Source: an optimization exercise on an open RTL-to-GDS flow (aim: a short achievable clock period and few clock cycles). Production flows keep margins and buffers that such runs may drop. Only simulation tests tie the RTL to the original design; equivalence was not proved. Power figures rest on the tool's default switching activity, not on a simulated workload.

<file path="flow/design.v">
`timescale 1ns / 1ps
module ALU(input [31:0] ReadData1, ReadData2, inExt,
           input ALUSrcB,
           input [2:0] ALUOp,
           output wire zero,
           output reg [31:0] result);
    wire [31:0] B;
    assign B = ALUSrcB? inExt : ReadData2;
    assign zero = (result? 0 : 1);
    always @(*) begin
        case(ALUOp)
            3'b000: result = ReadData1 + B;   
            3'b001: result = ReadData1 - B;   
            3'b010: result = ReadData1 & B;   
            3'b011: result = ReadData1 | B;   
            3'b100: result = ~(ReadData1 | B);  
            3'b101: result = (ReadData1 < B ? 1 : 0);   
            default: result = 0;
        endcase
    end
endmodule
`timescale 1ns / 1ps
module DataLate(input [31:0] i_data,
                input clk,
                output reg [31:0] o_data);
    always @(posedge clk) begin
        o_data <= i_data;
    end
endmodule
`timescale 1ns / 1ps
module DataSelect_2(input [31:0] A, B,
                    input Sign,
                    output wire [31:0] Get);
    assign Get = Sign ? B : A;
endmodule
`timescale 1ns / 1ps
module Extend(input [15:0] in_num,
              output wire [31:0] out);
    assign out = {{16{in_num[15]}}, in_num[15:0]};  
endmodule
`timescale 1ns / 1ps
module InsMemory(input [31:0] ins_in,
                 input IRWre, clk, Reset,
                 output reg [31:0] ins);
    always @(posedge clk) begin
        if (Reset == 0) ins <= 32'd0;
        else if (IRWre) ins <= ins_in;
    end
endmodule
`timescale 1ns / 1ps
module PC(input clk, Reset, PCWre,
          input [1:0] PCSrc,
          input wire [31:0] imm, addr, RDout1,
          output reg [31:0] Address);
    always @(posedge clk) begin
        if (Reset == 0) begin
            Address <= 0;
        end else if (PCWre) begin
            if (PCSrc == 2'b00) begin
                Address <= Address+4;
            end else if (PCSrc == 2'b01) begin
                Address <= imm*4+Address+4;
            end else if (PCSrc == 2'b10) begin
                Address <= RDout1;
            end else if (PCSrc == 2'b11) begin
                Address <= addr;
            end
        end
    end
endmodule
`timescale 1ns / 1ps
module PCAddr(input [25:0] in_addr,
              input [31:0] PC0,
              output wire [31:0] addr);
    wire [27:0] mid;
    wire [31:0] PC4;
    assign mid = in_addr << 2;
    assign PC4 = PC0+4;
    assign addr = {PC4[31:28], mid[27:0]};
endmodule
`timescale 1ns / 1ps
module RegFile(input [4:0] rs, rt, rd,
               input clk, RegWre,
               input RegOut,
               input [31:0] wrData,
               output wire [31:0] data1, data2);
    reg [31:0] register [0:31];
    wire [4:0] temp;
    assign temp = RegOut ? rd : rt;
    assign data1 = register[rs];
    assign data2 = register[rt];
    always @(posedge clk) begin
        if (RegWre == 1) begin
            register[temp] <= wrData;
        end
    end
endmodule
`timescale 1ns / 1ps
module controlUnit(input [5:0] opcode,
                   input zero, clk, Reset,
                   output reg RegOut, PCWre, IRWre, RegWre, ALUSrcB, ALUM2Reg, DataMemRW, DataMemRd,
                   output reg [1:0]  PCSrc,
                   output reg [2:0] ALUOp, state_out);
    parameter [2:0] sif = 3'b000,    
                    sid = 3'b001,    
                    exe1 = 3'b110,   
                    exe2 = 3'b101,   
                    exe3 = 3'b010,   
                    smem = 3'b011,   
                    wb1 = 3'b111,    
                    wb2 = 3'b100;    
    parameter [5:0] add = 6'b000000,
                    sub = 6'b000001,
                    And = 6'b010001,
                    Or = 6'b010000,
                    Nor = 6'b100110,
                    slt = 6'b100111,
                    sw = 6'b110000,
                    lw = 6'b110001,
                    beq = 6'b110100,
                    j = 6'b111000;
    reg [2:0] state, next_state;
    always @(posedge clk) begin
        if (Reset == 0) begin
            state <= sif;
        end
        else begin
            state <= next_state;
        end
    end
    always @(*) begin
        state_out = state;
        case(state)
            sif: next_state = sid;
            sid: begin
                case (opcode[5:3])
                    3'b111: next_state = sif;  
                    3'b110: begin
                        if (opcode == 6'b110100) next_state = exe2;  
                        else next_state = exe3;  
                    end
                    default: next_state = exe1;  
                endcase
            end
            exe1: next_state = wb1;
            exe2: next_state = sif;
            exe3: next_state = smem;
            smem: begin
                if (opcode == 6'b110001) next_state = wb2;  
                else next_state = sif;  
            end
            wb1: next_state = sif;
            wb2: next_state = sif;
            default: next_state = sif;
        endcase
    end
    always @(*) begin
        PCWre = (state == sif);
        IRWre = (state == sif);
        RegWre = (state == wb1 || state == wb2);
        ALUSrcB = (opcode == sw || opcode == lw);
        DataMemRW = (state == smem && opcode == sw);
        DataMemRd = (state == smem && opcode == lw);
        ALUM2Reg = (state == wb2);
        RegOut = (opcode == lw) ? 1'b0 : 1'b1;
        case(opcode)
            j: PCSrc = 2'b11;
            beq: begin
                if (zero) PCSrc = 2'b01;
                else PCSrc = 2'b00;
            end
            default: PCSrc = 2'b00;
        endcase
        case(opcode)
            sub: ALUOp = 3'b001;
            And: ALUOp = 3'b010;
            Or:  ALUOp = 3'b011;
            Nor: ALUOp = 3'b100;
            slt: ALUOp = 3'b101;
            beq: ALUOp = 3'b001;
            default: ALUOp = 3'b000;
        endcase
    end
endmodule
`timescale 1ns / 1ps
module mcpu(input clk, Reset,
            output wire [31:0] imem_addr,
            input  wire [31:0] imem_rdata,
            output wire [31:0] dmem_addr,
            output wire [31:0] dmem_wdata,
            output wire        dmem_we,
            output wire        dmem_re,
            input  wire [31:0] dmem_rdata);
    wire [31:0] ins, pc0, ReadData1, ReadData2, result;
    wire [31:0] j_addr, out1, out2, result1, extendData, mdr, wrData;
    wire zero;
    wire [2:0] ALUOp, state_out;
    wire [1:0] PCSrc;
    wire RegOut, PCWre, IRWre, RegWre, ALUSrcB, DataMemRW, DataMemRd, ALUM2Reg;
    assign imem_addr  = pc0;
    assign dmem_addr  = result1;
    assign dmem_wdata = out2;
    assign dmem_we    = DataMemRW;
    assign dmem_re    = DataMemRd;
    PC pc(  .clk(clk),
            .Reset(Reset),
            .PCWre(PCWre),
            .PCSrc(PCSrc),
            .imm(extendData),
            .addr(j_addr),
            .RDout1(out1),
            .Address(pc0)  );
    InsMemory ir(   .ins_in(imem_rdata),
                    .IRWre(IRWre),
                    .clk(clk),
                    .Reset(Reset),
                    .ins(ins) );
    PCAddr pcaddr(.in_addr(ins[25:0]),
                  .PC0(pc0),
                  .addr(j_addr) );
    RegFile regfile(.rs(ins[25:21]),
                    .rt(ins[20:16]),
                    .rd(ins[15:11]),
                    .clk(clk),
                    .RegWre(RegWre),
                    .RegOut(RegOut),
                    .wrData(wrData),
                    .data1(ReadData1),
                    .data2(ReadData2)  );
    DataLate ADR(.i_data(ReadData1),
                 .clk(clk),
                 .o_data(out1) );
    DataLate BDR(.i_data(ReadData2),
                 .clk(clk),
                 .o_data(out2) );
    Extend extend(.in_num(ins[15:0]),
                  .out(extendData) );
    ALU alu(.ReadData1(out1),
            .ReadData2(out2),
            .inExt(extendData),
            .ALUSrcB(ALUSrcB),
            .ALUOp(ALUOp),
            .zero(zero),
            .result(result) );
    DataLate ALUout(.i_data(result),
                    .clk(clk),
                    .o_data(result1) );
    DataLate MemDR(.i_data(dmem_rdata),
                 .clk(clk),
                 .o_data(mdr) );
    DataSelect_2 dataselect_2(.A(result1),
                              .B(mdr),
                              .Sign(ALUM2Reg),
                              .Get(wrData) );
    controlUnit control(.opcode(ins[31:26]),
                        .zero(zero),
                        .clk(clk),
                        .Reset(Reset),
                        .RegOut(RegOut),
                        .PCWre(PCWre),
                        .IRWre(IRWre),
                        .RegWre(RegWre),
                        .ALUSrcB(ALUSrcB),
                        .ALUM2Reg(ALUM2Reg),
                        .DataMemRW(DataMemRW),
                        .DataMemRd(DataMemRd),
                        .PCSrc(PCSrc),
                        .ALUOp(ALUOp),
                        .state_out(state_out) );
endmodule
</file>
<file path="flow/run.sh">
#!/bin/bash
# synth_recipe.tcl (not shown) runs the flow's synth.tcl, then flattens the netlist and writes it again
# the make line also repeats each setting of config.mk as NAME=value (left out here)
make -C /OpenROAD-flow-scripts/flow DESIGN_CONFIG=/design/flow/config.mk WORK_HOME=/design/flow/orfs CLKGATE_MAP_FILE= SYNTH_SCRIPT=/design/flow/synth_recipe.tcl finish
</file>
<file path="flow/config.mk">
export PLATFORM = sky130hd
export DESIGN_NAME = mcpu
export DESIGN_NICKNAME = mcpu
export VERILOG_FILES = /design/flow/design.v
export SDC_FILE = /design/flow/constraint.sdc
export NUM_CORES = 4
export LEC_CHECK = 0
export CAP_MARGIN = 20
export CORE_MARGIN = 2
export CORE_UTILIZATION = 40
export PLACE_DENSITY = 0.6
export SLEW_MARGIN = 20
</file>
<file path="flow/constraint.sdc">
create_clock -name core_clock -period 7.0 [get_ports {clk}]
set_input_delay 1.4000 -clock core_clock [delete_from_list [all_inputs] [get_ports {clk}]]
set_output_delay 1.4000 -clock core_clock [all_outputs]
set_load 0.01 [all_outputs]
</file>
==> results.json <==
{
  "outcome": "timing/DRC/antenna clean",
  "synth_cells": 3819,
  "tns_ns": 0,
  "clock-sinks": 1219,
  "cts_tree": "done",
  "dr.pass1.iters": 6,
  "num-nets-final": 4183,
  "ys_types": 96,
  "clockBufferDepth": 3,
  "synth_top_area_cell": "edfxtp_1",
  "postCtsResizedCells": 0,
  "whs_ns": 0.4793,
  "area_growth_pct": 13.77,
  "fmax_mhz": 150.8,
  "leakage_nw": 22.57,
  "synth_commonest_cells": "edfxtp_1 (1024), mux4_2 (640), nand2_1 (254)",
  "use_met3_pct": 3.847,
  "cts.clk_slew.worst_paths_ns": 0.06,
  "grt_antenna_before_repair": 7,
  "start_util_pct": 40.33,
  "fillers": 13100,
  "synth-seq-cells": 1219,
  "drc_errors": 0,
  "cp-start-kind": "flip-flop",
  "yosys_warnings": 6,
  "finish.utilization_pct": 45.89,
  "worst_pin_slew_ns": 1.116,
  "die_h_um": 395.8,
  "grt_util_met2_pct": 39.37,
  "routed_wl_mm": 192.8,
  "powerDensity_mw_per_mm2": 328.6,
  "busiest_layer": "met2",
  "worstPathArrival_ns": 7.31,
  "hpwl_mm": 115.4,
  "setup_violations": 0,
  "grt.total_usage_pct": 24.43,
  "grt_first_pass_wirelength_mm": 275.4,
  "synth.most_common_cell": "edfxtp_1",
  "period_needed_ns": 6.633,
  "clock_latency_ns": 0.78,
  "synthArstFlopShare_pct": 0,
  "io_buffers": 163,
  "place_congestion": 0.9536,
  "avgSynthCellArea_um2": 16.08,
  "grt_use_met1_pct": 33.45,
  "grt_max_degree": 123,
  "cp-end-kind": "flip-flop",
  "grt_pass1_vias": 37940,
  "vias_per_cell": 6.291,
  "cts_htree_levels": 4,
  "cp_max_fo": 36,
  "cp.required_ns": 7.68,
  "die_area_mm2": 0.1567,
  "drt_iter0_markers": 4440,
  "yosysTopAreaCellShare_pct": 50.07,
  "via_count": 38290,
  "cts_buffers": 131,
  "final.period_utilization_pct": 94.76,
  "setup_ws_ns": 0.3669,
  "cts_root_buf": "clkbuf_16",
  "slew_viol_final": 0,
  "max-slew-margin-rel_pct": 25.58,
  "drive_gt1_share_pct": 27.07,
  "power.total_mw": 22.96,
  "min_path_type": "flip-flop to flip-flop",
  "crit_type": "flip-flop to flip-flop",
  "antenna_left": 0,
  "rows": 143,
  "netlist_top_cells_area": "edfxtp_1 (50%), mux4_2 (23%), dfxtp_1 (6.4%)",
  "hold_violations": 0,
  "ctsHoldBuffers": 0,
  "post_cts_buffers": 0,
  "yosysSeqAreaShare_pct": 56.43,
  "place_ws_ns": 0.4618,
  "core_mm2": 0.1523,
  "drv_cap": 0,
  "mappedNetlistArea_mm2": 0.06141,
  "synth_edf_count": 1024,
  "die_x_um": 395.8,
  "synth_fp_nets": 4057,
  "finClkSkew_ns": 0.02982,
  "detail_route.wl_per_cell_um": 31.68,
  "pin_count": 164,
  "synthFlopType": "edfxtp_1",
  "ir_drop_uv": 256.8,
  "globalRouteOverflowTotal": 0,
  "rsz0062_at_grt": "false"
}
==> worst max-delay path: stages, from the launching register on <==
cell	delay [ns]
dfxtp_1	0.50
nor4b_1	0.48
nand2_2	0.50
o21ai_0	0.48
inv_1	0.11
ha_1	0.29
buf_4	0.19
a21o_1	0.16
a211oi_1	0.28
nor4b_1	0.36
a211oi_1	0.28
o311ai_1	0.78
o21ai_0	0.20
a21oi_1	0.17
o32ai_1	0.11
or4_1	0.65
nor3_4	0.24
buf_4	0.37
a2111oi_0	0.12
a211o_1	0.26
==> metal layers <==
metal,wire length (um),part of all wire [%]
met3,16070,8.3
met5,40,0.021
met1,77380,40
met2,92120,48
met4,7224,3.7
==> sequential cells by signal, indices dropped and copies added (netlist names) <==
signal,cells
ADR.o_data,32
ALUout.o_data,32
BDR.o_data,32
MemDR.o_data,32
control.state,3
ir.ins,32
pc.Address,32
regfile.register,1024
==> logic make-up (layout without fill, tap and decap cells) <==
group	count (synthesis)	after routing	synth area share (%)
AOI/OAI and AO/OA	566	566	6.397
other	0	1	0
xor gates and xnor gates	48	48	0.6845
adders and majority gates	172	172	3.541
buffers and inverters	371	608	2.345
muxes	720	720	24.93
DFF	1219	1219	56.43
and+or+nand+nor	723	723	5.676
==> metrics by stage <==
stage	instances	area, um^2
after floorplan	3819	61410
after global placement	5841	65610
after detailed placement	5842	65630
after CTS	6086	69870
after global routing	6086	69870
final	6087	69870
==> where the power goes <==
| group | internal (mW) | switching, mW |
|---|---|---|
| Clock | 3.93 | 2.93 |
| Combinational | 2.42 | 4.02 |
| Sequential | 9.09 | 0.574 |
==> layout make-up <==
cell class,count,area (um^2),share of cell area (%)
inverter,114,427.9,0.6124
clock inverter,63,551.8,0.7897
antenna,1,2.502,0.003582
tap,2030,2540,3.635
multi-input combinational,2229,25590,36.62
clock buffer,181,3681,5.268
sequential,1219,34690,49.64
timing repair buffer,250,2392,3.424
==> cell usage in the layout, fill, tap and decap left out, drive strengths merged, types with 10 or more instances in the layout <==
cell / synthesis / routed
a21o: 40 / 40
a211oi: 34 / 34
xnor2: 25 / 25
a221o: 17 / 17
nand2: 254 / 254
or2: 15 / 15
a2111oi: 11 / 11
a21boi: 38 / 38
o21bai: 20 / 20
ha: 169 / 169
edfxtp: 1024 / 1024
buf: 70 / 88
a21oi: 113 / 113
xor2: 23 / 23
a221oi: 31 / 31
nand2b: 26 / 26
nand4: 16 / 16
dfxtp: 195 / 195
clkdlybuf4s50: 0 / 162
nor2: 181 / 181
nor3: 53 / 53
inv: 114 / 124
mux4: 640 / 640
nor2b: 18 / 18
o211ai: 21 / 21
and3: 21 / 21
mux2: 76 / 76
or3: 25 / 25
a211o: 10 / 10
clkbuf: 187 / 181
nor4: 13 / 13
clkinv: 0 / 40
a31oi: 10 / 10
nand3: 50 / 50
o21ai: 118 / 118
and2: 10 / 10
o21a: 14 / 14
==> path summary, 6_finish.rpt <==
kind | from | to | slack [ns] | cells past startpoint
max reg2reg | ir.ins[30] | pc.Address[11] | 0.37 | 19
min reg2reg | pc.Address[0] | pc.Address[0] | 0.48 | 1
min | pc.Address[0] | pc.Address[0] | 0.48 | 1
max | ir.ins[30] | pc.Address[11] | 0.37 | 19
Testbench counts, summed over its fixed seeds: cycles 57,927.

[re-timing with driven ports]
How much do the figures lean on ideal ports? The routed layout below was timed once more, with nothing changed but the port constraints. Step 1: set_driving_cell puts a clkbuf_16 on clk and a buf_2 on each other input, an assumption about the parent block. Step 2 also shifts input and output timing later by t, the mid clock arrival at the registers, as if the neighbouring blocks saw the same clock. Three values: ideal, step 1, step 2; two values: the first two.
t, ns: 0.854
slack for setup (ns): 0.367 / 0.367 / 0.367
worst data-port slew with drivers (ns): 0.07
pins driven straight from the clock port: 1
After both steps setup and hold are still met in this run. For this run, drivers alone change the setup slack by 0.000 ns; drivers and shift together by 0.000 ns.
